Context: an optimization exercise on an open-source flow, tuned for small area, a short achievable clock period and few clock cycles. The choices shown serve that exercise and are no tape-out recipe.
Function was not checked in any run shown here: the RTL went through the layout flow alone.

==> design.v <==
`timescale 1ns/100ps
`default_nettype none
module M1 (
   input  logic         Clock,
   input  logic         Resetn,
   input  logic         start,
   output logic         done,
   input  logic  [15:0] SRAM_read_data,
   output logic  [17:0] SRAM_address,
   output logic  [15:0] SRAM_write_data,
   output logic         SRAM_we_n
);
localparam [17:0] BASE_U   = 18'd13824;
localparam [17:0] BASE_V   = 18'd20736;
localparam [17:0] BASE_RGB = 18'd220672;
localparam [1:0] S_IDLE = 2'd0, S_FILL = 2'd1, S_RUN = 2'd2;
logic [1:0]  state;
logic [2:0]  ph;         
logic [6:0]  mc;         
logic [13:0] YP;         
logic [12:0] CP;         
logic [15:0] WP;         
logic [7:0]  win [0:19];
logic [7:0]  UB;
logic [15:0] VB;
logic [15:0] Yr;
logic [7:0]  Up, Vp, B0h;
logic [8:0]  ps0, ps1, ps2, ps3, ps4;
logic [9:0]  ps24;
logic [8:0]  fs0, fs1, fs3, fs4;
logic [9:0]  fs24;
logic [21:0] Fs, FrowA, FrowB, FrA, FrB;
logic [7:0]  Fc;
assign ps0 = {1'b0, win[1]} + {1'b0, win[19]};
assign ps1 = {1'b0, win[3]} + {1'b0, win[17]};
assign ps2 = {1'b0, win[5]} + {1'b0, win[15]};
assign ps3 = {1'b0, win[7]} + {1'b0, win[13]};
assign ps4 = {1'b0, win[9]} + {1'b0, win[11]};
assign ps24 = {1'b0, ps2} + {1'b0, ps4};
always_ff @(posedge Clock) begin
   fs0 <= ps0;
   fs1 <= ps1;
   fs3 <= ps3;
   fs4 <= ps4;
   fs24 <= ps24;
end
logic [8:0]  nfs0, nfs1, nfs3, nfs4;
logic [9:0]  nfs24;
assign nfs0 = ~fs0;
assign nfs1 = ~fs1;
assign nfs3 = ~fs3;
assign nfs4 = ~fs4;
assign nfs24 = ~fs24;
logic fl1, fl2, fl3, fl4, fl5, fl6, fl7, fl8, fl9, fl10, fl11, fl12, fl13, fl14, fl15, fl16;
logic fl17, fl18, fl19, fl20, fl21, fl22, fl23, fl24, fl25, fl26, fl27, fl28, fl29, fl30, fl31, fl32;
logic fl33, fl34, fl35, fl36, fl37, fl38, fl39, fl40, fl41, fl42, fl43, fl44, fl45, fl46, fl47, fl48;
logic fl49, fl50, fl51, fl52, fl53, fl54, fl55, fl56, fl57, fl58, fl59, fl60, fl61, fl62, fl63, fl64;
logic fl65, fl66, fl67, fl68, fl69, fl70, fl71, fl72, fl73, fl74, fl75, fl76, fl77, fl78, fl79, fl80;
logic fl81, fl82, fl83, fl84, fl85, fl86, fl87, fl88, fl89, fl90, fl91, fl92, fl93, fl94, fl95, fl96;
logic fl97, fl98, fl99, fl100, fl101, fl102, fl103, fl104, fl105, fl106, fl107, fl108, fl109, fl110, fl111, fl112;
logic fl113, fl114, fl115, fl116, fl117, fl118, fl119, fl120, fl121, fl122, fl123, fl124, fl125, fl126, fl127, fl128;
logic fl129, fl130, fl131, fl132, fl133, fl134, fl135, fl136, fl137, fl138, fl139, fl140, fl141, fl142, fl143, fl144;
logic fl145, fl146, fl147, fl148, fl149, fl150, fl151, fl152, fl153, fl154, fl155, fl156, fl157, fl158, fl159, fl160;
logic fl161, fl162, fl163, fl164, fl165, fl166, fl167, fl168, fl169, fl170, fl171, fl172, fl173, fl174, fl175, fl176;
logic fl177, fl178, fl179, fl180, fl181, fl182, fl183, fl184, fl185, fl186, fl187, fl188, fl189, fl190;
m1_ha u_fl1 (.a(fs0[4]), .b(fs0[1]), .s(fl1), .co(fl2));
m1_ha u_fl3 (.a(fs0[5]), .b(fs0[2]), .s(fl3), .co(fl4));
m1_fa u_fl5 (.a(fs0[6]), .b(fs0[3]), .c(nfs1[7]), .s(fl5), .co(fl6));
m1_ha u_fl7 (.a(nfs1[3]), .b(nfs1[2]), .s(fl7), .co(fl8));
m1_fa u_fl9 (.a(fs0[7]), .b(fs0[4]), .c(nfs1[8]), .s(fl9), .co(fl10));
m1_fa u_fl11 (.a(nfs1[4]), .b(nfs1[3]), .c(nfs24[9]), .s(fl11), .co(fl12));
m1_fa u_fl13 (.a(fs0[8]), .b(fs0[5]), .c(nfs1[5]), .s(fl13), .co(fl14));
m1_ha u_fl15 (.a(fs0[6]), .b(nfs1[6]), .s(fl15), .co(fl16));
m1_ha u_fl17 (.a(fs0[7]), .b(nfs1[7]), .s(fl17), .co(fl18));
m1_fa u_fl19 (.a(fs0[3]), .b(fs0[0]), .c(nfs1[4]), .s(fl19), .co(fl20));
m1_ha u_fl21 (.a(nfs1[0]), .b(nfs24[5]), .s(fl21), .co(fl22));
m1_fa u_fl23 (.a(fl1), .b(nfs1[5]), .c(nfs1[1]), .s(fl23), .co(fl24));
m1_fa u_fl25 (.a(nfs1[0]), .b(nfs24[6]), .c(nfs24[3]), .s(fl25), .co(fl26));
m1_ha u_fl27 (.a(fs24[1]), .b(fs3[2]), .s(fl27), .co(fl28));
m1_fa u_fl29 (.a(fl3), .b(nfs1[6]), .c(nfs1[2]), .s(fl29), .co(fl30));
m1_fa u_fl31 (.a(nfs1[1]), .b(nfs24[7]), .c(nfs24[4]), .s(fl31), .co(fl32));
m1_fa u_fl33 (.a(fs24[2]), .b(fs3[3]), .c(fl2), .s(fl33), .co(fl34));
m1_fa u_fl35 (.a(fl5), .b(fl7), .c(nfs24[8]), .s(fl35), .co(fl36));
m1_fa u_fl37 (.a(nfs24[5]), .b(fs24[3]), .c(nfs24[0]), .s(fl37), .co(fl38));
assign fl39 = ~(fs3[4] ^ fl4);
assign fl40 = fs3[4] | fl4;
m1_fa u_fl41 (.a(fl9), .b(fl11), .c(nfs24[6]), .s(fl41), .co(fl42));
m1_fa u_fl43 (.a(fs24[4]), .b(nfs24[1]), .c(fs3[5]), .s(fl43), .co(fl44));
m1_fa u_fl45 (.a(fs3[0]), .b(fl6), .c(fl8), .s(fl45), .co(fl46));
m1_fa u_fl47 (.a(fl13), .b(nfs1[4]), .c(nfs24[7]), .s(fl47), .co(fl48));
m1_fa u_fl49 (.a(fs24[5]), .b(nfs24[2]), .c(fs3[6]), .s(fl49), .co(fl50));
m1_fa u_fl51 (.a(fs3[1]), .b(fl10), .c(fl12), .s(fl51), .co(fl52));
m1_fa u_fl53 (.a(fl15), .b(nfs1[5]), .c(nfs24[8]), .s(fl53), .co(fl54));
m1_fa u_fl55 (.a(fs24[6]), .b(nfs24[3]), .c(fs3[7]), .s(fl55), .co(fl56));
m1_fa u_fl57 (.a(fs3[2]), .b(fs4[0]), .c(fl14), .s(fl57), .co(fl58));
m1_fa u_fl59 (.a(fl17), .b(nfs1[6]), .c(nfs24[9]), .s(fl59), .co(fl60));
m1_fa u_fl61 (.a(fs24[7]), .b(nfs24[4]), .c(fs3[8]), .s(fl61), .co(fl62));
m1_fa u_fl63 (.a(fs3[3]), .b(fs4[1]), .c(fl16), .s(fl63), .co(fl64));
m1_fa u_fl65 (.a(fs0[8]), .b(nfs1[8]), .c(nfs1[7]), .s(fl65), .co(fl66));
m1_fa u_fl67 (.a(fs24[8]), .b(nfs24[5]), .c(fs3[4]), .s(fl67), .co(fl68));
assign fl69 = ~(fs4[2] ^ fl18);
assign fl70 = fs4[2] | fl18;
m1_fa u_fl71 (.a(nfs1[8]), .b(fs24[9]), .c(nfs24[6]), .s(fl71), .co(fl72));
m1_ha u_fl73 (.a(fs0[1]), .b(nfs1[2]), .s(fl73), .co(fl74));
m1_fa u_fl75 (.a(fs0[2]), .b(nfs1[3]), .c(nfs24[4]), .s(fl75), .co(fl76));
m1_fa u_fl77 (.a(fl19), .b(fl21), .c(nfs24[2]), .s(fl77), .co(fl78));
m1_ha u_fl79 (.a(fs24[0]), .b(fs3[1]), .s(fl79), .co(fl80));
m1_fa u_fl81 (.a(fl23), .b(fl25), .c(fl27), .s(fl81), .co(fl82));
assign fl83 = ~(fl20 ^ fl22);
assign fl84 = fl20 | fl22;
m1_fa u_fl85 (.a(fl29), .b(fl31), .c(fl33), .s(fl85), .co(fl86));
m1_fa u_fl87 (.a(fl24), .b(fl26), .c(fl28), .s(fl87), .co(fl88));
m1_fa u_fl89 (.a(fl35), .b(fl37), .c(fl39), .s(fl89), .co(fl90));
m1_fa u_fl91 (.a(fl30), .b(fl32), .c(fl34), .s(fl91), .co(fl92));
m1_fa u_fl93 (.a(fl41), .b(fl43), .c(fl45), .s(fl93), .co(fl94));
m1_fa u_fl95 (.a(fl36), .b(fl38), .c(fl40), .s(fl95), .co(fl96));
m1_fa u_fl97 (.a(fl47), .b(fl49), .c(fl51), .s(fl97), .co(fl98));
m1_fa u_fl99 (.a(fl42), .b(fl44), .c(fl46), .s(fl99), .co(fl100));
m1_fa u_fl101 (.a(fl53), .b(fl55), .c(fl57), .s(fl101), .co(fl102));
m1_fa u_fl103 (.a(fl48), .b(fl50), .c(fl52), .s(fl103), .co(fl104));
m1_fa u_fl105 (.a(fl59), .b(fl61), .c(fl63), .s(fl105), .co(fl106));
m1_fa u_fl107 (.a(fl54), .b(fl56), .c(fl58), .s(fl107), .co(fl108));
m1_fa u_fl109 (.a(fl65), .b(fl67), .c(fl69), .s(fl109), .co(fl110));
m1_fa u_fl111 (.a(fl60), .b(fl62), .c(fl64), .s(fl111), .co(fl112));
m1_fa u_fl113 (.a(fl71), .b(fs3[5]), .c(fs4[3]), .s(fl113), .co(fl114));
m1_fa u_fl115 (.a(fl66), .b(fl68), .c(fl70), .s(fl115), .co(fl116));
m1_fa u_fl117 (.a(nfs24[7]), .b(fs3[6]), .c(fs4[4]), .s(fl117), .co(fl118));
m1_ha u_fl119 (.a(nfs24[8]), .b(fs3[7]), .s(fl119), .co(fl120));
m1_ha u_fl121 (.a(nfs24[9]), .b(fs3[8]), .s(fl121), .co(fl122));
m1_ha u_fl123 (.a(fl73), .b(nfs24[3]), .s(fl123), .co(fl124));
m1_fa u_fl125 (.a(fl75), .b(nfs24[1]), .c(fs3[0]), .s(fl125), .co(fl126));
m1_fa u_fl127 (.a(fl77), .b(fl79), .c(fl76), .s(fl127), .co(fl128));
m1_fa u_fl129 (.a(fl81), .b(fl83), .c(fl78), .s(fl129), .co(fl130));
m1_fa u_fl131 (.a(fl85), .b(fl87), .c(fl82), .s(fl131), .co(fl132));
m1_fa u_fl133 (.a(fl89), .b(fl91), .c(fl86), .s(fl133), .co(fl134));
m1_fa u_fl135 (.a(fl93), .b(fl95), .c(fl90), .s(fl135), .co(fl136));
m1_fa u_fl137 (.a(fl97), .b(fl99), .c(fl94), .s(fl137), .co(fl138));
m1_fa u_fl139 (.a(fl101), .b(fl103), .c(fl98), .s(fl139), .co(fl140));
m1_fa u_fl141 (.a(fl105), .b(fl107), .c(fl102), .s(fl141), .co(fl142));
m1_fa u_fl143 (.a(fl109), .b(fl111), .c(fl106), .s(fl143), .co(fl144));
m1_fa u_fl145 (.a(fl113), .b(fl115), .c(fl110), .s(fl145), .co(fl146));
m1_fa u_fl147 (.a(fl117), .b(fl72), .c(fl114), .s(fl147), .co(fl148));
m1_fa u_fl149 (.a(fl119), .b(fs4[5]), .c(fl118), .s(fl149), .co(fl150));
m1_fa u_fl151 (.a(fl121), .b(fs4[6]), .c(fl120), .s(fl151), .co(fl152));
m1_ha u_fl153 (.a(nfs1[0]), .b(nfs24[1]), .s(fl153), .co(fl154));
m1_fa u_fl155 (.a(fs0[0]), .b(nfs1[1]), .c(nfs24[2]), .s(fl155), .co(fl156));
assign fl157 = ~(fl123 ^ nfs24[0]);
assign fl158 = fl123 | nfs24[0];
m1_fa u_fl159 (.a(fl125), .b(fl74), .c(fl124), .s(fl159), .co(fl160));
assign fl161 = ~(fl127 ^ fl126);
assign fl162 = fl127 | fl126;
m1_fa u_fl163 (.a(fl129), .b(fl80), .c(fl128), .s(fl163), .co(fl164));
m1_fa u_fl165 (.a(fl131), .b(fl84), .c(fl130), .s(fl165), .co(fl166));
m1_fa u_fl167 (.a(fl133), .b(fl88), .c(fl132), .s(fl167), .co(fl168));
m1_fa u_fl169 (.a(fl135), .b(fl92), .c(fl134), .s(fl169), .co(fl170));
m1_fa u_fl171 (.a(fl137), .b(fl96), .c(fl136), .s(fl171), .co(fl172));
m1_fa u_fl173 (.a(fl139), .b(fl100), .c(fl138), .s(fl173), .co(fl174));
m1_fa u_fl175 (.a(fl141), .b(fl104), .c(fl140), .s(fl175), .co(fl176));
m1_fa u_fl177 (.a(fl143), .b(fl108), .c(fl142), .s(fl177), .co(fl178));
m1_fa u_fl179 (.a(fl145), .b(fl112), .c(fl144), .s(fl179), .co(fl180));
m1_fa u_fl181 (.a(fl147), .b(fl116), .c(fl146), .s(fl181), .co(fl182));
assign fl183 = ~(fl149 ^ fl148);
assign fl184 = fl149 | fl148;
assign fl185 = ~(fl151 ^ fl150);
assign fl186 = fl151 | fl150;
m1_fa u_fl187 (.a(fs4[7]), .b(fl122), .c(fl152), .s(fl187), .co(fl188));
assign fl189 = ~fs4[8];
assign fl190 = fs4[8];
assign FrowA = {1'b1, 1'b1, fl189, fl187, fl185, fl183, fl181, fl179, fl177, fl175, fl173, fl171, fl169, fl167, fl165, fl163, fl161, fl159, fl157, fl155, fl153, nfs24[0]};
assign FrowB = {1'b0, fl190, fl188, fl186, fl184, fl182, fl180, fl178, fl176, fl174, fl172, fl170, fl168, fl166, fl164, fl162, fl160, fl158, fl156, fl154, 1'b1, 1'b1};
always_ff @(posedge Clock) begin
   FrA <= FrowA;
   FrB <= FrowB;
end
assign Fs = FrA + FrB;
assign Fc = Fs[21] ? 8'h00 : Fs[20] ? 8'hFF : Fs[19:12];
logic        odd_sel;
logic [7:0]  Yi, Ui, Vi;
logic [24:0] Rs, Gs;
logic [25:0] Bs;
logic [9:0]  Rr, Gr;
logic [10:0] Br;
logic [7:0]  Rc, Gc, Bc;
always_ff @(posedge Clock) begin
   Yi <= odd_sel ? Yr[7:0] : Yr[15:8];
   Ui <= odd_sel ? Up : win[8];
   Vi <= odd_sel ? Vp : win[7];
end
logic [7:0]  nYi, nUi, nVi;
assign nYi = ~Yi;
assign nUi = ~Ui;
assign nVi = ~Vi;
logic px1, px2, px3, px4, px5, px6, px7, px8, px9, px10, px11, px12, px13, px14, px15, px16;
logic px17, px18, px19, px20, px21, px22, px23, px24, px25, px26, px27, px28, px29, px30, px31, px32;
logic px33, px34, px35, px36, px37, px38, px39, px40, px41, px42, px43, px44, px45, px46, px47, px48;
logic px49, px50, px51, px52, px53, px54, px55, px56, px57, px58, px59, px60, px61, px62, px63, px64;
logic px65, px66, px67, px68, px69, px70, px71, px72, px73, px74, px75, px76, px77, px78, px79, px80;
logic px81, px82, px83, px84, px85, px86, px87, px88, px89, px90, px91, px92, px93, px94, px95, px96;
logic px97, px98, px99, px100, px101, px102, px103, px104, px105, px106, px107, px108, px109, px110, px111, px112;
logic px113, px114, px115, px116, px117, px118, px119, px120, px121, px122, px123, px124, px125, px126, px127, px128;
logic px129, px130, px131, px132, px133, px134, px135, px136, px137, px138, px139, px140, px141, px142, px143, px144;
logic px145, px146, px147, px148, px149, px150, px151, px152, px153, px154, px155, px156, px157, px158, px159, px160;
logic px161, px162, px163, px164, px165, px166, px167, px168, px169, px170, px171, px172, px173, px174, px175, px176;
logic px177, px178, px179, px180, px181, px182, px183, px184, px185, px186, px187, px188, px189, px190, px191, px192;
logic px193, px194, px195, px196, px197, px198, px199, px200, px201, px202, px203, px204, px205, px206, px207, px208;
logic px209, px210, px211, px212, px213, px214, px215, px216, px217, px218, px219, px220, px221, px222, px223, px224;
logic px225, px226, px227, px228, px229, px230, px231, px232, px233, px234, px235, px236, px237, px238, px239, px240;
logic px241, px242, px243, px244, px245, px246, px247, px248, px249, px250, px251, px252, px253, px254, px255, px256;
logic px257, px258, px259, px260, px261, px262, px263, px264, px265, px266, px267, px268, px269, px270, px271, px272;
logic px273, px274, px275, px276, px277, px278, px279, px280, px281, px282, px283, px284, px285, px286, px287, px288;
logic px289, px290, px291, px292, px293, px294, px295, px296, px297, px298, px299, px300, px301, px302, px303, px304;
logic px305, px306, px307, px308, px309, px310, px311, px312, px313, px314, px315, px316, px317, px318, px319, px320;
logic px321, px322, px323, px324, px325, px326, px327, px328, px329, px330, px331, px332, px333, px334, px335, px336;
logic px337, px338, px339, px340, px341, px342, px343, px344, px345, px346, px347, px348, px349, px350, px351, px352;
logic px353, px354, px355, px356, px357, px358, px359, px360, px361, px362, px363, px364, px365, px366, px367, px368;
logic px369, px370, px371, px372, px373, px374, px375, px376, px377, px378, px379, px380, px381, px382, px383, px384;
logic px385, px386, px387, px388, px389, px390, px391, px392, px393, px394, px395, px396, px397, px398, px399, px400;
logic px401, px402, px403, px404, px405, px406, px407, px408, px409, px410, px411, px412, px413, px414, px415, px416;
logic px417, px418, px419, px420, px421, px422, px423, px424, px425, px426, px427, px428, px429, px430, px431, px432;
logic px433, px434, px435, px436, px437, px438, px439, px440, px441, px442, px443, px444, px445, px446, px447, px448;
logic px449, px450, px451, px452, px453, px454, px455, px456, px457, px458, px459, px460, px461, px462, px463, px464;
logic px465, px466, px467, px468, px469, px470, px471, px472, px473, px474, px475, px476, px477, px478, px479, px480;
logic px481, px482, px483, px484, px485, px486, px487, px488, px489, px490, px491, px492, px493, px494, px495, px496;
logic px497, px498, px499, px500, px501, px502, px503, px504, px505, px506, px507, px508, px509, px510, px511, px512;
logic px513, px514, px515, px516, px517, px518, px519, px520, px521, px522, px523, px524, px525, px526, px527, px528;
m1_ha u_px1 (.a(Yi[7]), .b(Yi[5]), .s(px1), .co(px2));
m1_ha u_px3 (.a(Yi[6]), .b(Yi[4]), .s(px3), .co(px4));
m1_ha u_px5 (.a(Yi[7]), .b(Yi[5]), .s(px5), .co(px6));
m1_ha u_px7 (.a(Yi[4]), .b(Yi[2]), .s(px7), .co(px8));
m1_fa u_px9 (.a(Yi[5]), .b(Yi[3]), .c(Yi[1]), .s(px9), .co(px10));
m1_fa u_px11 (.a(Yi[6]), .b(Yi[4]), .c(Yi[2]), .s(px11), .co(px12));
m1_fa u_px13 (.a(px1), .b(Yi[3]), .c(Yi[0]), .s(px13), .co(px14));
m1_fa u_px15 (.a(px3), .b(Yi[1]), .c(px2), .s(px15), .co(px16));
m1_fa u_px17 (.a(px5), .b(Yi[2]), .c(px4), .s(px17), .co(px18));
m1_fa u_px19 (.a(Yi[6]), .b(Yi[3]), .c(px6), .s(px19), .co(px20));
m1_ha u_px21 (.a(Yi[7]), .b(Yi[4]), .s(px21), .co(px22));
m1_ha u_px23 (.a(Yi[2]), .b(Yi[0]), .s(px23), .co(px24));
assign px25 = ~(Yi[3] ^ Yi[1]);
assign px26 = Yi[3] | Yi[1];
assign px27 = ~(px7 ^ Yi[0]);
assign px28 = px7 | Yi[0];
assign px29 = ~(px9 ^ px8);
assign px30 = px9 | px8;
assign px31 = ~(px11 ^ px10);
assign px32 = px11 | px10;
assign px33 = ~(px13 ^ px12);
assign px34 = px13 | px12;
assign px35 = ~(px15 ^ px14);
assign px36 = px15 | px14;
assign px37 = ~(px17 ^ px16);
assign px38 = px17 | px16;
assign px39 = ~(px19 ^ px18);
assign px40 = px19 | px18;
assign px41 = ~(px21 ^ px20);
assign px42 = px21 | px20;
assign px43 = ~(Yi[5] ^ px22);
assign px44 = Yi[5] | px22;
assign px45 = ~Yi[6];
assign px46 = Yi[6];
assign px47 = ~Yi[7];
assign px48 = Yi[7];
m1_ha u_px49 (.a(Yi[6]), .b(Yi[4]), .s(px49), .co(px50));
m1_fa u_px51 (.a(Yi[7]), .b(Yi[5]), .c(Yi[3]), .s(px51), .co(px52));
m1_fa u_px53 (.a(Yi[0]), .b(Vi[5]), .c(Vi[4]), .s(px53), .co(px54));
m1_fa u_px55 (.a(Yi[6]), .b(Yi[4]), .c(Yi[1]), .s(px55), .co(px56));
m1_ha u_px57 (.a(Vi[6]), .b(Vi[5]), .s(px57), .co(px58));
m1_fa u_px59 (.a(Yi[7]), .b(Yi[5]), .c(Yi[2]), .s(px59), .co(px60));
m1_ha u_px61 (.a(Vi[7]), .b(Vi[6]), .s(px61), .co(px62));
m1_ha u_px63 (.a(Yi[6]), .b(Yi[3]), .s(px63), .co(px64));
m1_fa u_px65 (.a(nYi[7]), .b(Yi[0]), .c(Vi[7]), .s(px65), .co(px66));
m1_ha u_px67 (.a(Yi[2]), .b(Yi[0]), .s(px67), .co(px68));
m1_fa u_px69 (.a(Yi[3]), .b(Yi[1]), .c(Vi[5]), .s(px69), .co(px70));
m1_ha u_px71 (.a(Vi[1]), .b(Vi[0]), .s(px71), .co(px72));
m1_fa u_px73 (.a(Yi[4]), .b(Yi[2]), .c(Yi[0]), .s(px73), .co(px74));
m1_fa u_px75 (.a(Vi[6]), .b(Vi[2]), .c(Vi[1]), .s(px75), .co(px76));
m1_fa u_px77 (.a(Yi[5]), .b(Yi[3]), .c(Yi[1]), .s(px77), .co(px78));
m1_fa u_px79 (.a(Vi[7]), .b(Vi[3]), .c(Vi[2]), .s(px79), .co(px80));
m1_fa u_px81 (.a(px49), .b(Yi[2]), .c(Vi[4]), .s(px81), .co(px82));
assign px83 = ~(Vi[3] ^ Vi[0]);
assign px84 = Vi[3] | Vi[0];
m1_fa u_px85 (.a(px51), .b(px53), .c(Vi[1]), .s(px85), .co(px86));
assign px87 = ~(Vi[0] ^ px50);
assign px88 = Vi[0] | px50;
m1_fa u_px89 (.a(px55), .b(px57), .c(Vi[2]), .s(px89), .co(px90));
m1_fa u_px91 (.a(Vi[1]), .b(px52), .c(px54), .s(px91), .co(px92));
m1_fa u_px93 (.a(px59), .b(px61), .c(Vi[3]), .s(px93), .co(px94));
m1_fa u_px95 (.a(Vi[2]), .b(px56), .c(px58), .s(px95), .co(px96));
m1_fa u_px97 (.a(px63), .b(Vi[7]), .c(Vi[4]), .s(px97), .co(px98));
m1_fa u_px99 (.a(Vi[3]), .b(px60), .c(px62), .s(px99), .co(px100));
m1_fa u_px101 (.a(Yi[7]), .b(Yi[4]), .c(Vi[5]), .s(px101), .co(px102));
m1_ha u_px103 (.a(Vi[4]), .b(px64), .s(px103), .co(px104));
m1_fa u_px105 (.a(Yi[5]), .b(Vi[6]), .c(Vi[5]), .s(px105), .co(px106));
m1_ha u_px107 (.a(nYi[4]), .b(Vi[4]), .s(px107), .co(px108));
m1_fa u_px109 (.a(nYi[5]), .b(Vi[5]), .c(Vi[3]), .s(px109), .co(px110));
m1_fa u_px111 (.a(nYi[6]), .b(Vi[6]), .c(Vi[4]), .s(px111), .co(px112));
m1_fa u_px113 (.a(px65), .b(Vi[5]), .c(Vi[2]), .s(px113), .co(px114));
m1_fa u_px115 (.a(Yi[1]), .b(Vi[6]), .c(Vi[3]), .s(px115), .co(px116));
m1_fa u_px117 (.a(px67), .b(Vi[7]), .c(Vi[4]), .s(px117), .co(px118));
m1_fa u_px119 (.a(px69), .b(px71), .c(px68), .s(px119), .co(px120));
m1_fa u_px121 (.a(px73), .b(px75), .c(px70), .s(px121), .co(px122));
m1_fa u_px123 (.a(px77), .b(px79), .c(px74), .s(px123), .co(px124));
m1_fa u_px125 (.a(px81), .b(px83), .c(px78), .s(px125), .co(px126));
m1_fa u_px127 (.a(px85), .b(px87), .c(px82), .s(px127), .co(px128));
m1_fa u_px129 (.a(px89), .b(px91), .c(px86), .s(px129), .co(px130));
m1_fa u_px131 (.a(px93), .b(px95), .c(px90), .s(px131), .co(px132));
m1_fa u_px133 (.a(px97), .b(px99), .c(px94), .s(px133), .co(px134));
m1_fa u_px135 (.a(px101), .b(px103), .c(px98), .s(px135), .co(px136));
m1_fa u_px137 (.a(px105), .b(px102), .c(px104), .s(px137), .co(px138));
m1_fa u_px139 (.a(Yi[6]), .b(Vi[7]), .c(Vi[6]), .s(px139), .co(px140));
m1_ha u_px141 (.a(nYi[0]), .b(Vi[0]), .s(px141), .co(px142));
m1_ha u_px143 (.a(nYi[1]), .b(Vi[1]), .s(px143), .co(px144));
m1_fa u_px145 (.a(nYi[2]), .b(Vi[2]), .c(Vi[0]), .s(px145), .co(px146));
m1_fa u_px147 (.a(nYi[3]), .b(Vi[3]), .c(Vi[1]), .s(px147), .co(px148));
assign px149 = ~(px107 ^ Vi[2]);
assign px150 = px107 | Vi[2];
m1_fa u_px151 (.a(px109), .b(Vi[0]), .c(px108), .s(px151), .co(px152));
m1_fa u_px153 (.a(px111), .b(Vi[1]), .c(px110), .s(px153), .co(px154));
assign px155 = ~(px113 ^ px112);
assign px156 = px113 | px112;
m1_fa u_px157 (.a(px115), .b(px66), .c(px114), .s(px157), .co(px158));
m1_fa u_px159 (.a(px117), .b(Vi[0]), .c(px116), .s(px159), .co(px160));
assign px161 = ~(px119 ^ px118);
assign px162 = px119 | px118;
m1_fa u_px163 (.a(px121), .b(px72), .c(px120), .s(px163), .co(px164));
m1_fa u_px165 (.a(px123), .b(px76), .c(px122), .s(px165), .co(px166));
m1_fa u_px167 (.a(px125), .b(px80), .c(px124), .s(px167), .co(px168));
m1_fa u_px169 (.a(px127), .b(px84), .c(px126), .s(px169), .co(px170));
m1_fa u_px171 (.a(px129), .b(px88), .c(px128), .s(px171), .co(px172));
m1_fa u_px173 (.a(px131), .b(px92), .c(px130), .s(px173), .co(px174));
m1_fa u_px175 (.a(px133), .b(px96), .c(px132), .s(px175), .co(px176));
m1_fa u_px177 (.a(px135), .b(px100), .c(px134), .s(px177), .co(px178));
assign px179 = ~(px137 ^ px136);
assign px180 = px137 | px136;
m1_fa u_px181 (.a(px139), .b(px106), .c(px138), .s(px181), .co(px182));
m1_fa u_px183 (.a(Yi[7]), .b(Vi[7]), .c(px140), .s(px183), .co(px184));
m1_ha u_px185 (.a(Yi[6]), .b(Yi[4]), .s(px185), .co(px186));
m1_fa u_px187 (.a(Yi[7]), .b(Yi[5]), .c(Yi[3]), .s(px187), .co(px188));
m1_ha u_px189 (.a(Yi[6]), .b(Yi[4]), .s(px189), .co(px190));
m1_ha u_px191 (.a(Yi[7]), .b(Yi[5]), .s(px191), .co(px192));
m1_ha u_px193 (.a(nYi[5]), .b(nUi[6]), .s(px193), .co(px194));
m1_fa u_px195 (.a(nYi[6]), .b(nUi[7]), .c(nUi[5]), .s(px195), .co(px196));
m1_fa u_px197 (.a(nYi[7]), .b(Yi[0]), .c(nUi[6]), .s(px197), .co(px198));
m1_ha u_px199 (.a(Yi[1]), .b(nUi[7]), .s(px199), .co(px200));
m1_ha u_px201 (.a(Yi[2]), .b(Yi[0]), .s(px201), .co(px202));
m1_fa u_px203 (.a(Yi[3]), .b(Yi[1]), .c(nUi[6]), .s(px203), .co(px204));
m1_fa u_px205 (.a(Yi[4]), .b(Yi[2]), .c(Yi[0]), .s(px205), .co(px206));
m1_fa u_px207 (.a(Yi[5]), .b(Yi[3]), .c(Yi[1]), .s(px207), .co(px208));
m1_fa u_px209 (.a(nUi[4]), .b(nUi[1]), .c(nUi[0]), .s(px209), .co(px210));
m1_fa u_px211 (.a(px185), .b(Yi[2]), .c(nUi[5]), .s(px211), .co(px212));
m1_fa u_px213 (.a(nUi[2]), .b(nUi[1]), .c(nVi[3]), .s(px213), .co(px214));
m1_ha u_px215 (.a(nVi[1]), .b(nVi[0]), .s(px215), .co(px216));
m1_fa u_px217 (.a(px187), .b(Yi[0]), .c(nUi[6]), .s(px217), .co(px218));
m1_fa u_px219 (.a(nUi[3]), .b(nUi[2]), .c(nVi[4]), .s(px219), .co(px220));
m1_fa u_px221 (.a(nVi[2]), .b(nVi[1]), .c(px186), .s(px221), .co(px222));
m1_fa u_px223 (.a(px189), .b(Yi[1]), .c(nUi[7]), .s(px223), .co(px224));
m1_fa u_px225 (.a(nUi[4]), .b(nUi[3]), .c(nVi[5]), .s(px225), .co(px226));
m1_fa u_px227 (.a(nVi[3]), .b(nVi[2]), .c(px188), .s(px227), .co(px228));
m1_fa u_px229 (.a(px191), .b(Yi[2]), .c(nUi[5]), .s(px229), .co(px230));
m1_fa u_px231 (.a(nUi[4]), .b(nVi[6]), .c(nVi[4]), .s(px231), .co(px232));
assign px233 = ~(nVi[3] ^ px190);
assign px234 = nVi[3] | px190;
m1_fa u_px235 (.a(Yi[6]), .b(Yi[3]), .c(nUi[6]), .s(px235), .co(px236));
m1_fa u_px237 (.a(nUi[5]), .b(nVi[7]), .c(nVi[5]), .s(px237), .co(px238));
m1_ha u_px239 (.a(nVi[4]), .b(px192), .s(px239), .co(px240));
m1_fa u_px241 (.a(Yi[7]), .b(Yi[4]), .c(nUi[7]), .s(px241), .co(px242));
m1_fa u_px243 (.a(nUi[6]), .b(nVi[6]), .c(nVi[5]), .s(px243), .co(px244));
m1_ha u_px245 (.a(nYi[2]), .b(nUi[3]), .s(px245), .co(px246));
m1_fa u_px247 (.a(nYi[3]), .b(nUi[4]), .c(nUi[2]), .s(px247), .co(px248));
m1_ha u_px249 (.a(nUi[1]), .b(nVi[0]), .s(px249), .co(px250));
m1_fa u_px251 (.a(nYi[4]), .b(nUi[5]), .c(nUi[3]), .s(px251), .co(px252));
m1_fa u_px253 (.a(nUi[2]), .b(nUi[0]), .c(nVi[1]), .s(px253), .co(px254));
m1_fa u_px255 (.a(px193), .b(nUi[4]), .c(nUi[3]), .s(px255), .co(px256));
assign px257 = ~(nUi[1] ^ nVi[2]);
assign px258 = nUi[1] | nVi[2];
m1_fa u_px259 (.a(px195), .b(nUi[4]), .c(nUi[2]), .s(px259), .co(px260));
assign px261 = ~(nVi[3] ^ px194);
assign px262 = nVi[3] | px194;
m1_fa u_px263 (.a(px197), .b(nUi[5]), .c(nUi[3]), .s(px263), .co(px264));
assign px265 = ~(nVi[4] ^ px196);
assign px266 = nVi[4] | px196;
m1_fa u_px267 (.a(px199), .b(nUi[6]), .c(nUi[4]), .s(px267), .co(px268));
m1_fa u_px269 (.a(nUi[0]), .b(nVi[5]), .c(px198), .s(px269), .co(px270));
m1_fa u_px271 (.a(px201), .b(nUi[7]), .c(nUi[5]), .s(px271), .co(px272));
m1_fa u_px273 (.a(nUi[1]), .b(nVi[6]), .c(px200), .s(px273), .co(px274));
m1_fa u_px275 (.a(px203), .b(nUi[2]), .c(nVi[7]), .s(px275), .co(px276));
assign px277 = ~(nVi[0] ^ px202);
assign px278 = nVi[0] | px202;
m1_fa u_px279 (.a(px205), .b(nUi[7]), .c(nUi[3]), .s(px279), .co(px280));
m1_fa u_px281 (.a(nUi[0]), .b(nVi[1]), .c(px204), .s(px281), .co(px282));
m1_fa u_px283 (.a(px207), .b(px209), .c(nVi[2]), .s(px283), .co(px284));
assign px285 = ~(nVi[0] ^ px206);
assign px286 = nVi[0] | px206;
m1_fa u_px287 (.a(px211), .b(px213), .c(px215), .s(px287), .co(px288));
assign px289 = ~(px208 ^ px210);
assign px290 = px208 | px210;
m1_fa u_px291 (.a(px217), .b(px219), .c(px221), .s(px291), .co(px292));
m1_fa u_px293 (.a(px212), .b(px214), .c(px216), .s(px293), .co(px294));
m1_fa u_px295 (.a(px223), .b(px225), .c(px227), .s(px295), .co(px296));
m1_fa u_px297 (.a(px218), .b(px220), .c(px222), .s(px297), .co(px298));
m1_fa u_px299 (.a(px229), .b(px231), .c(px233), .s(px299), .co(px300));
m1_fa u_px301 (.a(px224), .b(px226), .c(px228), .s(px301), .co(px302));
m1_fa u_px303 (.a(px235), .b(px237), .c(px239), .s(px303), .co(px304));
m1_fa u_px305 (.a(px230), .b(px232), .c(px234), .s(px305), .co(px306));
m1_fa u_px307 (.a(px241), .b(px243), .c(px236), .s(px307), .co(px308));
assign px309 = ~(px238 ^ px240);
assign px310 = px238 | px240;
m1_fa u_px311 (.a(Yi[5]), .b(nUi[7]), .c(nVi[7]), .s(px311), .co(px312));
m1_fa u_px313 (.a(nVi[6]), .b(px242), .c(px244), .s(px313), .co(px314));
m1_ha u_px315 (.a(Yi[6]), .b(nVi[7]), .s(px315), .co(px316));
m1_ha u_px317 (.a(nYi[1]), .b(nUi[2]), .s(px317), .co(px318));
m1_fa u_px319 (.a(px245), .b(nUi[1]), .c(nUi[0]), .s(px319), .co(px320));
m1_fa u_px321 (.a(px247), .b(px249), .c(px246), .s(px321), .co(px322));
m1_fa u_px323 (.a(px251), .b(px253), .c(px248), .s(px323), .co(px324));
m1_fa u_px325 (.a(px255), .b(px257), .c(px252), .s(px325), .co(px326));
m1_fa u_px327 (.a(px259), .b(px261), .c(px256), .s(px327), .co(px328));
m1_fa u_px329 (.a(px263), .b(px265), .c(px260), .s(px329), .co(px330));
m1_fa u_px331 (.a(px267), .b(px269), .c(px264), .s(px331), .co(px332));
m1_fa u_px333 (.a(px271), .b(px273), .c(px268), .s(px333), .co(px334));
m1_fa u_px335 (.a(px275), .b(px277), .c(px272), .s(px335), .co(px336));
m1_fa u_px337 (.a(px279), .b(px281), .c(px276), .s(px337), .co(px338));
m1_fa u_px339 (.a(px283), .b(px285), .c(px280), .s(px339), .co(px340));
m1_fa u_px341 (.a(px287), .b(px289), .c(px284), .s(px341), .co(px342));
m1_fa u_px343 (.a(px291), .b(px293), .c(px288), .s(px343), .co(px344));
m1_fa u_px345 (.a(px295), .b(px297), .c(px292), .s(px345), .co(px346));
m1_fa u_px347 (.a(px299), .b(px301), .c(px296), .s(px347), .co(px348));
m1_fa u_px349 (.a(px303), .b(px305), .c(px300), .s(px349), .co(px350));
m1_fa u_px351 (.a(px307), .b(px309), .c(px304), .s(px351), .co(px352));
m1_fa u_px353 (.a(px311), .b(px313), .c(px308), .s(px353), .co(px354));
m1_fa u_px355 (.a(px315), .b(px312), .c(px314), .s(px355), .co(px356));
m1_ha u_px357 (.a(nYi[0]), .b(nUi[1]), .s(px357), .co(px358));
assign px359 = ~(px317 ^ nUi[0]);
assign px360 = px317 | nUi[0];
assign px361 = ~(px319 ^ px318);
assign px362 = px319 | px318;
assign px363 = ~(px321 ^ px320);
assign px364 = px321 | px320;
m1_fa u_px365 (.a(px323), .b(px250), .c(px322), .s(px365), .co(px366));
m1_fa u_px367 (.a(px325), .b(px254), .c(px324), .s(px367), .co(px368));
m1_fa u_px369 (.a(px327), .b(px258), .c(px326), .s(px369), .co(px370));
m1_fa u_px371 (.a(px329), .b(px262), .c(px328), .s(px371), .co(px372));
m1_fa u_px373 (.a(px331), .b(px266), .c(px330), .s(px373), .co(px374));
m1_fa u_px375 (.a(px333), .b(px270), .c(px332), .s(px375), .co(px376));
m1_fa u_px377 (.a(px335), .b(px274), .c(px334), .s(px377), .co(px378));
m1_fa u_px379 (.a(px337), .b(px278), .c(px336), .s(px379), .co(px380));
m1_fa u_px381 (.a(px339), .b(px282), .c(px338), .s(px381), .co(px382));
m1_fa u_px383 (.a(px341), .b(px286), .c(px340), .s(px383), .co(px384));
m1_fa u_px385 (.a(px343), .b(px290), .c(px342), .s(px385), .co(px386));
m1_fa u_px387 (.a(px345), .b(px294), .c(px344), .s(px387), .co(px388));
m1_fa u_px389 (.a(px347), .b(px298), .c(px346), .s(px389), .co(px390));
m1_fa u_px391 (.a(px349), .b(px302), .c(px348), .s(px391), .co(px392));
m1_fa u_px393 (.a(px351), .b(px306), .c(px350), .s(px393), .co(px394));
m1_fa u_px395 (.a(px353), .b(px310), .c(px352), .s(px395), .co(px396));
assign px397 = ~(px355 ^ px354);
assign px398 = px355 | px354;
m1_fa u_px399 (.a(Yi[7]), .b(px316), .c(px356), .s(px399), .co(px400));
m1_fa u_px401 (.a(nYi[4]), .b(Ui[5]), .c(Ui[3]), .s(px401), .co(px402));
m1_fa u_px403 (.a(nYi[5]), .b(Ui[6]), .c(Ui[4]), .s(px403), .co(px404));
m1_fa u_px405 (.a(nYi[6]), .b(Ui[7]), .c(Ui[5]), .s(px405), .co(px406));
m1_ha u_px407 (.a(Ui[4]), .b(Ui[2]), .s(px407), .co(px408));
m1_fa u_px409 (.a(nYi[7]), .b(Yi[0]), .c(Ui[6]), .s(px409), .co(px410));
assign px411 = ~(Ui[5] ^ Ui[3]);
assign px412 = Ui[5] | Ui[3];
m1_fa u_px413 (.a(Yi[1]), .b(Ui[7]), .c(Ui[6]), .s(px413), .co(px414));
assign px415 = ~(Ui[4] ^ Ui[0]);
assign px416 = Ui[4] | Ui[0];
m1_fa u_px417 (.a(Yi[2]), .b(Yi[0]), .c(Ui[7]), .s(px417), .co(px418));
assign px419 = ~(Ui[5] ^ Ui[1]);
assign px420 = Ui[5] | Ui[1];
m1_fa u_px421 (.a(Yi[3]), .b(Yi[1]), .c(Ui[6]), .s(px421), .co(px422));
m1_fa u_px423 (.a(Yi[4]), .b(Yi[2]), .c(Yi[0]), .s(px423), .co(px424));
m1_ha u_px425 (.a(Ui[7]), .b(Ui[3]), .s(px425), .co(px426));
m1_fa u_px427 (.a(Yi[5]), .b(Yi[3]), .c(Yi[1]), .s(px427), .co(px428));
m1_fa u_px429 (.a(Yi[6]), .b(Yi[4]), .c(Yi[2]), .s(px429), .co(px430));
m1_fa u_px431 (.a(Yi[7]), .b(Yi[5]), .c(Yi[3]), .s(px431), .co(px432));
m1_ha u_px433 (.a(Yi[0]), .b(Ui[6]), .s(px433), .co(px434));
m1_fa u_px435 (.a(Yi[6]), .b(Yi[4]), .c(Yi[1]), .s(px435), .co(px436));
assign px437 = ~(Ui[7] ^ Ui[0]);
assign px438 = Ui[7] | Ui[0];
m1_fa u_px439 (.a(Yi[7]), .b(Yi[5]), .c(Yi[2]), .s(px439), .co(px440));
m1_ha u_px441 (.a(Yi[6]), .b(Yi[3]), .s(px441), .co(px442));
m1_ha u_px443 (.a(nYi[2]), .b(Ui[3]), .s(px443), .co(px444));
m1_fa u_px445 (.a(nYi[3]), .b(Ui[4]), .c(Ui[2]), .s(px445), .co(px446));
m1_fa u_px447 (.a(px401), .b(Ui[2]), .c(Ui[0]), .s(px447), .co(px448));
m1_fa u_px449 (.a(px403), .b(Ui[3]), .c(Ui[1]), .s(px449), .co(px450));
m1_fa u_px451 (.a(px405), .b(px407), .c(px404), .s(px451), .co(px452));
m1_fa u_px453 (.a(px409), .b(px411), .c(px406), .s(px453), .co(px454));
m1_fa u_px455 (.a(px413), .b(px415), .c(px410), .s(px455), .co(px456));
m1_fa u_px457 (.a(px417), .b(px419), .c(px414), .s(px457), .co(px458));
m1_fa u_px459 (.a(px421), .b(Ui[2]), .c(px418), .s(px459), .co(px460));
m1_fa u_px461 (.a(px423), .b(px425), .c(px422), .s(px461), .co(px462));
m1_fa u_px463 (.a(px427), .b(Ui[4]), .c(px424), .s(px463), .co(px464));
m1_fa u_px465 (.a(px429), .b(Ui[5]), .c(px428), .s(px465), .co(px466));
m1_fa u_px467 (.a(px431), .b(px433), .c(px430), .s(px467), .co(px468));
m1_fa u_px469 (.a(px435), .b(px437), .c(px432), .s(px469), .co(px470));
m1_fa u_px471 (.a(px439), .b(Ui[1]), .c(px436), .s(px471), .co(px472));
m1_fa u_px473 (.a(px441), .b(Ui[2]), .c(px440), .s(px473), .co(px474));
m1_fa u_px475 (.a(Yi[7]), .b(Yi[4]), .c(Ui[3]), .s(px475), .co(px476));
m1_ha u_px477 (.a(Yi[5]), .b(Ui[4]), .s(px477), .co(px478));
m1_ha u_px479 (.a(Yi[6]), .b(Ui[5]), .s(px479), .co(px480));
m1_ha u_px481 (.a(Yi[7]), .b(Ui[6]), .s(px481), .co(px482));
m1_ha u_px483 (.a(nYi[0]), .b(Ui[1]), .s(px483), .co(px484));
m1_fa u_px485 (.a(nYi[1]), .b(Ui[2]), .c(Ui[0]), .s(px485), .co(px486));
m1_fa u_px487 (.a(px443), .b(Ui[1]), .c(Ui[0]), .s(px487), .co(px488));
m1_fa u_px489 (.a(px445), .b(Ui[1]), .c(px444), .s(px489), .co(px490));
assign px491 = ~(px447 ^ px446);
assign px492 = px447 | px446;
m1_fa u_px493 (.a(px449), .b(px402), .c(px448), .s(px493), .co(px494));
assign px495 = ~(px451 ^ px450);
assign px496 = px451 | px450;
m1_fa u_px497 (.a(px453), .b(px408), .c(px452), .s(px497), .co(px498));
m1_fa u_px499 (.a(px455), .b(px412), .c(px454), .s(px499), .co(px500));
m1_fa u_px501 (.a(px457), .b(px416), .c(px456), .s(px501), .co(px502));
m1_fa u_px503 (.a(px459), .b(px420), .c(px458), .s(px503), .co(px504));
assign px505 = ~(px461 ^ px460);
assign px506 = px461 | px460;
m1_fa u_px507 (.a(px463), .b(px426), .c(px462), .s(px507), .co(px508));
assign px509 = ~(px465 ^ px464);
assign px510 = px465 | px464;
assign px511 = ~(px467 ^ px466);
assign px512 = px467 | px466;
m1_fa u_px513 (.a(px469), .b(px434), .c(px468), .s(px513), .co(px514));
m1_fa u_px515 (.a(px471), .b(px438), .c(px470), .s(px515), .co(px516));
assign px517 = ~(px473 ^ px472);
assign px518 = px473 | px472;
m1_fa u_px519 (.a(px475), .b(px442), .c(px474), .s(px519), .co(px520));
assign px521 = ~(px477 ^ px476);
assign px522 = px477 | px476;
assign px523 = ~(px479 ^ px478);
assign px524 = px479 | px478;
assign px525 = ~(px481 ^ px480);
assign px526 = px481 | px480;
m1_ha u_px527 (.a(Ui[7]), .b(px482), .s(px527), .co(px528));
assign Rs = {1'b1, 1'b1, px183, px181, px179, px177, px175, px173, px171, px169, px167, px165, px163, px161, px159, px157, px155, px153, px151, px149, px147, px145, px143, px141, 1'b0} + {1'b0, px184, px182, px180, px178, px176, px174, px172, px170, px168, px166, px164, px162, px160, px158, px156, px154, px152, px150, px148, px146, px144, px142, 1'b1, 1'b0};
assign Gs = {1'b1, 1'b1, px399, px397, px395, px393, px391, px389, px387, px385, px383, px381, px379, px377, px375, px373, px371, px369, px367, px365, px363, px361, px359, px357, nUi[0]} + {1'b0, px400, px398, px396, px394, px392, px390, px388, px386, px384, px382, px380, px378, px376, px374, px372, px370, px368, px366, px364, px362, px360, px358, 1'b1, 1'b1};
assign Bs = {1'b1, 1'b1, px527, px525, px523, px521, px519, px517, px515, px513, px511, px509, px507, px505, px503, px501, px499, px497, px495, px493, px491, px489, px487, px485, px483, Ui[0]} + {1'b0, px528, px526, px524, px522, px520, px518, px516, px514, px512, px510, px508, px506, px504, px502, px500, px498, px496, px494, px492, px490, px488, px486, px484, 1'b1, 1'b0};
always_ff @(posedge Clock) begin
   Rr <= Rs[24:15];
   Gr <= Gs[24:15];
   Br <= Bs[25:15];
end
assign Rc = Rr[9] ? 8'h00 : Rr[8] ? 8'hFF : Rr[7:0];
assign Gc = Gr[9] ? 8'h00 : Gr[8] ? 8'hFF : Gr[7:0];
assign Bc = Br[10] ? 8'h00 : (Br[9] | Br[8]) ? 8'hFF : Br[7:0];
logic run, fill;
logic last_row;
assign run   = (state == S_RUN);
assign fill  = (state == S_FILL);
assign last_row = CP[12] & CP[11] & CP[9] & CP[8];    
logic f_last, f_neg, f_odd, f_ubus, f_uub, f_vbh, f_vbl;
logic [6:0] mc_new, m_new;
logic upd_flags;
assign mc_new = (state == S_FILL) ? 7'd0 : mc + 7'd1;
assign m_new  = mc_new - 7'd1;
assign upd_flags = (state == S_FILL) || (state == S_RUN && ph == 3'd4);
always_ff @(posedge Clock) begin
   if (upd_flags) begin
      f_last <= (mc_new == 7'd96);
      f_neg  <= (mc_new == 7'd0);
      f_odd  <= ~mc_new[0];
      f_ubus <= mc_new[0] && mc_new != 7'd0 && m_new <= 7'd88;
      f_uub  <= ~mc_new[0] && (mc_new == 7'd0 || m_new <= 7'd89);
      f_vbh  <= ~mc_new[0] && (mc_new == 7'd0 || m_new <= 7'd87);
      f_vbl  <= mc_new[0] && mc_new != 7'd0 && m_new <= 7'd88;
   end
end
localparam [2:0] SH_NONE = 3'd0, SH_BUS = 3'd1, SH_VBH = 3'd2, SH_VBL = 3'd3,
                 SH_UB = 3'd4, SH_CLAMP = 3'd5;
logic [2:0] sh;
logic ub_ld, vb_ld, y_ld, up_ld, vp_ld;
always_comb begin
   sh = SH_NONE;
   ub_ld = 1'b0; vb_ld = 1'b0; y_ld = 1'b0; up_ld = 1'b0; vp_ld = 1'b0;
   odd_sel = 1'b1;
   if (run) begin
      case (ph)
         3'd0: up_ld = 1'b1;
         3'd1: ;
         3'd2: begin
            if (f_last) begin                    
               sh = SH_BUS; vb_ld = 1'b1;
            end else if (f_ubus) begin
               sh = SH_BUS; ub_ld = 1'b1;
            end else if (f_uub) begin
               sh = SH_UB;
            end else
               sh = SH_CLAMP;
            if (f_vbh) vb_ld = 1'b1;
         end
         3'd3: begin
            y_ld = 1'b1;
            if (f_last) begin                    
               sh = SH_BUS; ub_ld = 1'b1;
            end else if (f_vbh)
               sh = SH_VBH;
            else if (f_vbl)
               sh = SH_VBL;
            else
               sh = SH_CLAMP;
         end
         default: begin  
            vp_ld = 1'b1;
            odd_sel = 1'b0;
            if (f_last) sh = SH_CLAMP;           
         end
      endcase
   end else if (fill) begin
      case (mc[4:0])
         5'd2:  begin sh = SH_BUS; vb_ld = 1'b1; end    
         5'd3:  begin sh = SH_BUS; ub_ld = 1'b1; end    
         5'd12: sh = SH_VBL;                            
         5'd13: sh = SH_UB;                             
         5'd14: begin sh = SH_BUS; vb_ld = 1'b1; end    
         5'd15: begin sh = SH_BUS; ub_ld = 1'b1; end    
         5'd16: sh = SH_VBL;                            
         5'd17: sh = SH_UB;                             
         5'd18: begin sh = SH_BUS; vb_ld = 1'b1; end    
         5'd19: begin sh = SH_BUS; ub_ld = 1'b1; end    
         5'd20: sh = SH_VBL;                            
         default: if (mc >= 7'd4) sh = SH_CLAMP;
      endcase
   end
end
logic [7:0] sh_in;
always_comb begin
   case (sh)
      SH_BUS:  sh_in = SRAM_read_data[15:8];
      SH_VBH:  sh_in = VB[15:8];
      SH_VBL:  sh_in = VB[7:0];
      SH_UB:   sh_in = UB;
      default: sh_in = win[18];
   endcase
end
always_ff @(posedge Clock) begin
   if (sh != SH_NONE) begin
      for (int i = 0; i < 19; i++) win[i] <= win[i+1];
      win[19] <= sh_in;
   end
   if (ub_ld) UB <= SRAM_read_data[7:0];
   if (vb_ld) VB <= SRAM_read_data;
   if (y_ld)  Yr <= SRAM_read_data;
   if (up_ld) Up <= Fc;
   if (vp_ld) Vp <= Fc;
   B0h <= Bc;
   case (ph)
      3'd1:    SRAM_write_data <= {Rc, Gc};
      3'd2:    SRAM_write_data <= {B0h, Rc};
      default: SRAM_write_data <= {Gc, Bc};
   endcase
end
always_ff @(posedge Clock or negedge Resetn) begin
   if (~Resetn) begin
      state <= S_IDLE;
      done <= 1'b0;
      SRAM_we_n <= 1'b1;
   end else begin
      SRAM_we_n <= 1'b1;
      case (state)
         S_IDLE: if (start) begin
            done <= 1'b0;
            state <= S_FILL;
         end
         S_FILL: if (mc == 7'd20) state <= S_RUN;
         default: begin  
            if ((ph == 3'd1 || ph == 3'd2 || ph == 3'd3) && !f_neg) SRAM_we_n <= 1'b0;
            if (ph == 3'd4 && f_last) begin
               if (last_row) begin
                  state <= S_IDLE;
                  done <= 1'b1;
               end else
                  state <= S_FILL;
            end
         end
      endcase
   end
end
always_ff @(posedge Clock) begin
   SRAM_address <= {2'b11, WP};        
   case (state)
      S_IDLE: begin
         if (start) begin
            mc <= 7'd0;
            YP <= 14'd0;
            CP <= 13'd0;
            WP <= BASE_RGB[15:0];
            SRAM_address <= BASE_V;               
         end
      end
      S_FILL: begin
         mc <= (mc == 7'd20) ? 7'd0 : mc + 7'd1;
         case (mc[4:0])
            5'd0:  begin SRAM_address <= BASE_U + CP; CP <= CP + 13'd1; end
            5'd11: SRAM_address <= BASE_V + CP;
            5'd12: begin SRAM_address <= BASE_U + CP; CP <= CP + 13'd1; end
            5'd15: SRAM_address <= BASE_V + CP;
            5'd16: begin SRAM_address <= BASE_U + CP; CP <= CP + 13'd1; end
            5'd20: SRAM_address <= BASE_V + CP;   
            default: ;
         endcase
         ph <= 3'd0;
      end
      default: begin  
         ph <= (ph == 3'd4) ? 3'd0 : ph + 3'd1;
         case (ph)
            3'd0: begin
               if (!f_last) begin
                  SRAM_address <= {4'd0, YP};
                  YP <= YP + 14'd1;
               end else if (!last_row) begin
                  SRAM_address <= BASE_U + CP;
                  CP <= CP + 13'd1;
               end
            end
            3'd1, 3'd2, 3'd3: begin
               if (!f_neg) begin
                  SRAM_address <= {2'b11, WP};
                  WP <= WP + 16'd1;
               end
            end
            default: begin  
               if (f_last) begin
                  mc <= 7'd5;
               end else begin
                  mc <= mc + 7'd1;
                  if (mc == 7'd95) begin
                     if (!last_row) SRAM_address <= BASE_V + CP;    
                  end else if (mc[0] && mc <= 7'd87) begin
                     SRAM_address <= BASE_V + CP;                   
                  end else if (!mc[0] && mc <= 7'd88) begin
                     SRAM_address <= BASE_U + CP;                   
                     CP <= CP + 13'd1;
                  end
               end
            end
         endcase
      end
   endcase
end
endmodule
module m1_fa (input logic a, input logic b, input logic c, output logic s, output logic co);
assign s = a ^ b ^ c;
assign co = (a & b) | (c & (a ^ b));
endmodule
module m1_ha (input logic a, input logic b, output logic s, output logic co);
assign s = a ^ b;
assign co = a & b;
endmodule
==> flow/run.sh <==
#!/bin/bash
set -euo pipefail
bash standard.sh SETUP_SLACK_MARGIN=9 finish > standard_make.log 2>&1
==> standard.sh <==
#!/bin/bash
# synth_recipe.tcl (not shown) runs the flow's synth.tcl, then flattens the netlist and writes it again
# the make line also repeats each setting of config.mk as NAME=value (left out here)
make -C /OpenROAD-flow-scripts/flow DESIGN_CONFIG=/design/flow/config.mk WORK_HOME=/design/flow/orfs CLKGATE_MAP_FILE= SYNTH_SCRIPT=/design/flow/synth_recipe.tcl "${@:-finish}"
==> config.mk <==
export PLATFORM = sky130hd
export DESIGN_NAME = M1
export DESIGN_NICKNAME = M1
export VERILOG_FILES = /design/flow/design.v
export SDC_FILE = /design/flow/constraint.sdc
export NUM_CORES = 4
export LEC_CHECK = 0
export ABC_CLOCK_PERIOD_IN_PS = 4000
export CAP_MARGIN = 20
export CORE_MARGIN = 2
export CORE_UTILIZATION = 55
export SETUP_SLACK_MARGIN = 5
export SLEW_MARGIN = 20
export SYNTH_HIERARCHICAL = 1
==> constraint.sdc <==
create_clock -name core_clock -period 14.0 [get_ports {Clock}]
set_input_delay 2.8000 -clock core_clock [delete_from_list [all_inputs] [get_ports {Clock}]]
set_output_delay 2.8000 -clock core_clock [all_outputs]
set_load 0.01 [all_outputs]
==> qor.yml, run 1 <==
outcome:
  outcome: "finished clean"
cts:
  cts_tree: "done"
  clock_sinks: 451
  clkTransAtPathRegs_ps: 60
  cts_root_buffer: "clkbuf_16"
  clock_tree.buffer_depth: 3
  cts_buffers: 48
  htreeDepth: 2
  clock_latency_ps: 600
final_layout:
  layout_commonest_cell: "inv_1"
  areaGrowthSynthToFinish_pct: 11.1
  drive_above_1_share: 0.0656
  num-fill-cells: 4110
  final_cell_mix: "inv_1 (267), edfxtp_1 (266), fa_1 (263), ha_1 (225), nand2_1 (178)"
  diodes: 0
  nets: 2937
worst_setup_path:
  timing.rr.end: "Gr[9]$_DFF_P_"
  worstSetupPathType: "reg2reg"
  critPathCaptureType: "flip-flop"
  r2r_cells: 14
  cp_data_arrival_time_ps: 5360
  regToRegStartpoint: "Ui[5]$_DFF_P_"
  reg2reg_slack_ps: 9170
  critPathMaxFanout: 7
  crit_required_ps: 14530
  cp-start-kind: "flip-flop"
synth:
  ys_async_sr_fraction: 0.00887
  yosysSeqAreaShare: 0.424
  synth_top_area_frac: 0.289
  syn_inst: 2363
  synth-edff-count: 266
  yosysWarningCount: 8
  synth_seq_cells: 451
  synth_area_sq_um: 27700
  synth_area_leaders: "edfxtp_1 (29%), fa_1 (19%), dfxtp_1 (13%)"
  postSynthAreaPerCell_sq_um: 11.7
  ys.flop_type: "edfxtp_1"
  synth_cell_types: 90
  syn_nets: 2870
  synth_top_area_cell: "edfxtp_1"
placement:
  hpwl_microns: 48000
  io_buffers: 54
  routabilityCongestion: 0.867
timing:
  fin_crit_sh: 0.345
  hold_viol_final: 0
  finalHoldWorstSlack_ps: 350
  worst_pin_slew_ps: 1090
  finalSetupViolCount: 0
  slew_violations: 0
  final.setup.tns_ps: 0
  rsz0062_at_grt: "true"
  skew_ps: 17.9
  relSlewSlack: 0.272
  post-route-min-period_ps: 4830
  fmax_mhz: 207
floorplan:
  pin_count: 55
  start_util: 0.555
  core_area_sq_um: 49900
  fp.dieW_microns: 228
  die_h_microns: 228
  placementRows: 82
  die_area_sq_um: 52100
routing:
  routed_wl_microns: 63300
  via_count: 17900
  ant_nets: 0
  drt_iter0_drc: 1461
  dr.pass1.iters: 7
  wl_per_cell_microns: 20.1
  vias_per_cell: 5.69
  drc: 0
min_path:
  hp-class: "reg2reg"
  holdPathStages: 0
  worstHoldEndpoint: "FrB[20]$_DFF_P_"
  hold_start: "fs4[8]$_DFF_P_"
global_route:
  overflow: 0
  track_usage: 0.247
  grt_max_degree: 153
  grt_pass1_wl_microns: 101000
  antenna_found_initial: 1
  grt_pass1_vias: 18200
run:
  cap_violations: 0
repair_timing:
action | in CTS | in global routing
hold buffers | 0 | 0
endpoints found under the setup margin | 19 | 14
pin swaps | 0 | 1
resized for setup | 11 | 16
buffers inserted | 0 | 13
cell families (layout without fill, tap and decap cells):
family | Yosys count | count (layout) | share of synthesized area
xor gates and xnor gates | 95 | 95 | 0.0301
AOI/OAI and AO/OA | 464 | 464 | 0.113
DFF | 451 | 451 | 0.424
and+or+nand+nor | 510 | 510 | 0.0882
buffers and inverters | 339 | 445 | 0.0474
adders and majority gates | 494 | 494 | 0.294
muxes | 10 | 10 | 0.00367
modules after synthesis (local to each module, per instance):
module,copies in the design,cell area [sq um]
M1,1,22100
m1_fa,250,20.0
m1_ha,46,12.5
layer usage:
metal  track usage  up-vias  routed length (microns)
li1              -     8381                        -
met1         0.372     8939                    30200
met2         0.382      457                    28700
met3        0.0314       86                     2930
met4        0.0609        0                     1460
met5             0        -                        0
critical path: stages (launching register included):
cell        delay, ps
dfxtp_1           640
clkinvlp_4        260
buf_4             220
fa_1              470
fa_1              520
fa_1              510
fa_1              490
ha_1              380
a21oi_1           180
o22ai_1           110
o21a_1            170
a41oi_1           200
o211ai_1          180
a31oi_1           270
nor2b_1           160
stage by stage:
step                worst slack (ps)   util  std cells  area (sq um)
floorplan                       9220      -       2363         27700
global placement                8540  0.579       3037         28900
detailed placement              8380  0.579       3037         28900
CTS                             9070  0.613       3126         30500
global route                    8940  0.616       3141         30700
finish                          9170  0.616       3141         30700
area by class of cell:
type | count | area (sq um) | area share
Clock buffer | 58 | 1370 | 0.0444
Clock inverter | 31 | 275 | 0.00896
Inverter | 272 | 1030 | 0.0336
Multi-Input combinational cell | 1573 | 14700 | 0.478
Sequential cell | 451 | 11700 | 0.382
Tap cell | 672 | 841 | 0.0274
Timing Repair Buffer | 84 | 797 | 0.0259
worst max path at each step:
stage	from	to	slack, ps	cells past startpoint
3_3_place_gp	Yi[5]$_DFF_P_	Br[9]$_DFF_P_	8540	12
6_report	Ui[5]$_DFF_P_	Gr[9]$_DFF_P_	9170	14
3_5_place_dp	Yi[5]$_DFF_P_	Br[9]$_DFF_P_	8380	12
2_1_floorplan	Yi[7]$_DFF_P_	Rr[8]$_DFF_P_	9220	11
5_1_grt	Ui[5]$_DFF_P_	Gr[9]$_DFF_P_	8940	14
4_1_cts	Yi[4]$_DFF_P_	Br[9]$_DFF_P_	9070	12
sequential cells by signal (all words and copies together), names as in the netlist, 9 cells and up:
name / flops
WP: 16
fs3: 9
SRAM_write_data: 16
FrA: 20
Yr: 16
Rr: 10
fs1: 9
fs4: 9
YP: 14
SRAM_address: 17
Br: 11
VB: 16
FrB: 19
Gr: 10
CP: 13
win: 152
fs0: 9
fs24: 10
Yosys cell counts, types with 16 or more instances:
master      n
nor3_1     21
nand2b_1   20
o221ai_1   16
nor2_1    132
a21oi_1    97
o21bai_1   22
ha_1      225
fa_1      263
a21o_1     26
xnor2_1    56
xor2_1     39
inv_1     270
o21ai_0   109
clkbuf_1   46
nand2_1   179
a211oi_1   29
nand3_1    48
a221oi_1   21
dfxtp_1   181
a22oi_1    16
nor2b_1    25
a31oi_1    24
edfxtp_1  266
==> inputs of run 2 (changes only) <==
==> flow/run.sh (replaced) <==
#!/bin/bash
set -euo pipefail
bash standard.sh SETUP_SLACK_MARGIN=10 finish > standard_make.log 2>&1
==> run 2 against run 1 <==
Sequential share of layout area fell by 1.1 points. Setup slack gained 410 ps. First-iteration DRC count hardly changed. Register-to-register slack gained 410 ps. Clock skew rose by 7.4 ps. Cell area increased by 3.3%. Clock-buffer cell count increased by 3. Largest cell class unchanged. Highest routed layer is now met5.
==> qor.yml, run 2 <==
cts:
  cts_buffers: 48  # unchanged
  clock_tree.buffer_depth: 3  # unchanged
  clkTransAtPathRegs_ps: 60  # about the same
  clock_latency_ps: 610  # about the same
  cts_hold_buf: 0  # unchanged
  cts_tree: "done"
  cts_root_buffer: "clkbuf_16"
  htreeDepth: 2  # unchanged
  clock_sinks: 451  # unchanged
floorplan:
  die_area_sq_um: 52100  # unchanged
  die_h_microns: 228  # unchanged
  start_util: 0.555  # unchanged
  fp.dieW_microns: 228  # unchanged
  core_area_sq_um: 49900  # unchanged
final_layout:
  multi_input_comb_area_sq_um: 15100  # +3.0%
  stdcell_area_sq_um: 31700  # +3.3%
  drive_above_1_share: 0.127  # +0.0610
  largestRegisters: "win (152), FrA (20), FrB (19)"
  layout_commonest_cell: "edfxtp_1"
  regArea_sq_um: 11800  # +0.43%
  areaGrowthSynthToFinish_pct: 14.8
  instances_no_fill: 3201  # +1.9%
  nets: 2995  # +2.0%
worst_setup_path:
  path_cells: "buf_4 > ha_4 > fa_1 > fa_1 > fa_1 > fa_1 > ha_2 > a21oi_1 > o22ai_1 > o21a_1 > a41oi_2 > o211ai_1 > a31oi_1 > nor2b_2"
  cp_slowest_cell: "fa_1"
  cp-start-kind: "flip-flop"
  worstSetupPathType: "reg2reg"
  crit_required_ps: 14540  # about the same
  critPathCaptureType: "flip-flop"
  cp_data_arrival_time_ps: 4960  # -400 ps
  cpPeakStageDelay_ps: 560  # -80 ps
routing:
  dr.pass1.iters: 5  # -2
  wl_per_cell_microns: 20.7  # +2.9%
  ant_nets: 0  # unchanged
  routed_wl_microns: 66300  # +4.9%
  drc: 0  # unchanged
  via_count: 18300  # +2.3%
global_route:
  grt_pass1_vias: 18400  # +0.69%
  grt_max_degree: 153  # unchanged
  track_usage: 0.257  # +0.0107
  grt_pass1_wl_microns: 104000  # +2.8%
  antenna_found_initial: 7  # +6
synth:
  synth-edff-count: 266  # unchanged
  synth_seq_cells: 451  # unchanged
  yosysWarningCount: 8  # unchanged
  syn_inst: 2363  # unchanged
  synth_top_area_frac: 0.289  # unchanged
  ys.flop_type: "edfxtp_1"
  synth_area_leaders: "edfxtp_1 (29%), fa_1 (19%), dfxtp_1 (13%)"
  synth_top_area_cell: "edfxtp_1"
  yosysSeqAreaShare: 0.424  # unchanged
  syn_nets: 2870  # unchanged
  ys_async_sr_fraction: 0.00887  # unchanged
  synth_area_sq_um: 27700  # unchanged
placement:
  post_dp_cell_area_sq_um: 29000  # +0.44%
  routabilityCongestion: 0.895  # +3.2%
  place_ws_ps: 9240  # +856 ps
  dp.cells: 3033  # -0.13%
timing:
  hold_viol_final: 0  # unchanged
  skew_ps: 25.2  # +7.35 ps
  final.setup.tns_ps: 0  # unchanged
  fin_crit_sh: 0.316  # -0.0293
  finalSetupViolCount: 0  # unchanged
  relSlewSlack: 0.256  # -0.0160
  post-route-min-period_ps: 4420  # -410 ps
run:
  cap_violations: 0  # unchanged
outcome:
  outcome: "finished clean"
min_path:
  hp-class: "reg2reg"
-- run 2: cell types whose count changed in the layout (fill, tap and decap cells not counted), sizes merged --
cell           delta
clkinvlp          +6
inv               -8
dlygate4sd2       +7
bufinv            +3
diode             +1
buf              +60
clkdlybuf4s15    +21
clkdlybuf4s50    -36
clkinv            -3
clkbuf            +9
-- run 2: cells by family (layout without fill, tap and decap cells) --
family / Yosys count / in the layout / synth area share
compound gates: 464 / 464 / 0.113
other cells: 0 / 1 / 0
fa+ha+maj: 494 / 494 / 0.294
xor+xnor: 95 / 95 / 0.0301
flops: 451 / 451 / 0.424
buf+inv: 339 / 504 / 0.0474
mux: 10 / 10 / 0.00367
simple gates: 510 / 510 / 0.0882
-- run 2: path summary, 6_finish.rpt --
check	startpoint	to	slack (ps)	cells after the start
worst max register to register	Yi[7]$_DFF_P_	Gr[9]$_DFF_P_	9580	14
worst min register to register	fs4[8]$_DFF_P_	FrB[20]$_DFF_P_	350	0
worst min-delay path	fs4[8]$_DFF_P_	FrB[20]$_DFF_P_	350	0
worst max-delay path	Yi[7]$_DFF_P_	Gr[9]$_DFF_P_	9580	14
min in group asynchronous	Resetn	state[1]$_DFFE_PN0P_	2410	1
max in group asynchronous	Resetn	SRAM_we_n$_DFF_PN1_	11360	1
-- run 2: final cells by class --
class / count / share of cell area
Tap cell: 672 / 0.0265
Timing Repair Buffer: 142 / 0.0386
Clock inverter: 29 / 0.0116
Multi-Input combinational cell: 1573 / 0.476
Sequential cell: 451 / 0.372
Clock buffer: 61 / 0.0420
Antenna cell: 1 / 0.0000789
Inverter: 272 / 0.0333
-- run 2: metrics by stage --
stage          hold slack [ps]   util
3_3_place_gp               341  0.582
5_1_grt                    355  0.636
3_5_place_dp               338  0.582
6_report                   350  0.636
4_1_cts                    351  0.631
2_1_floorplan              331      -
-- run 2: layer usage --
layer	share of wire	up-vias	GRT usage
met1	0.47	9088	0.385
li1	-	8501	-
met2	0.44	559	0.384
met5	0.00062	-	0
met3	0.063	128	0.0473
met4	0.030	6	0.0801
-- run 2: Yosys stat by module (local to each module, per instance) --
module | times used | cells inside
M1 | 1 | 2067
m1_fa | 250 | 1
m1_ha | 46 | 1
-- run 2: repair_timing --
action,CTS,global route
endpoints found under the setup margin,80,118
cloned,0,0
setup buffers,65,11
pin swaps,55,44
resized for setup,145,47

re-timing with driven ports:
Ports are ideal in the flow. The routed layouts listed here were re-timed in OpenROAD. Step 1 (the two cells are an assumption about what drives the block):
set clk [get_ports {Clock}]
set_driving_cell -lib_cell sky130_fd_sc_hd__clkbuf_16 $clk
set_driving_cell -lib_cell sky130_fd_sc_hd__buf_2 [delete_from_list [all_inputs] $clk]
Step 2 adds t to the input delays and takes it off the output delays; t is the mean of the earliest and latest rising clock arrival at the registers after step 1. Input paths then give back, and output paths get back, about the clock's delay inside the block. Slacks: ideal / step 1 / step 2; pairs: ideal / step 1.
run	t, ns	setup slack, ns	worst slew at a driven data input, ns
run 1	0.646	9.167 / 9.167 / 9.045	0.04
run 2	0.651	9.577 / 9.577 / 9.500	0.04
After both steps setup and hold are still met in every run listed. The setup slack of run 1, which loses most, moves by 0.000 ns with the drivers and by -0.122 ns with both steps.
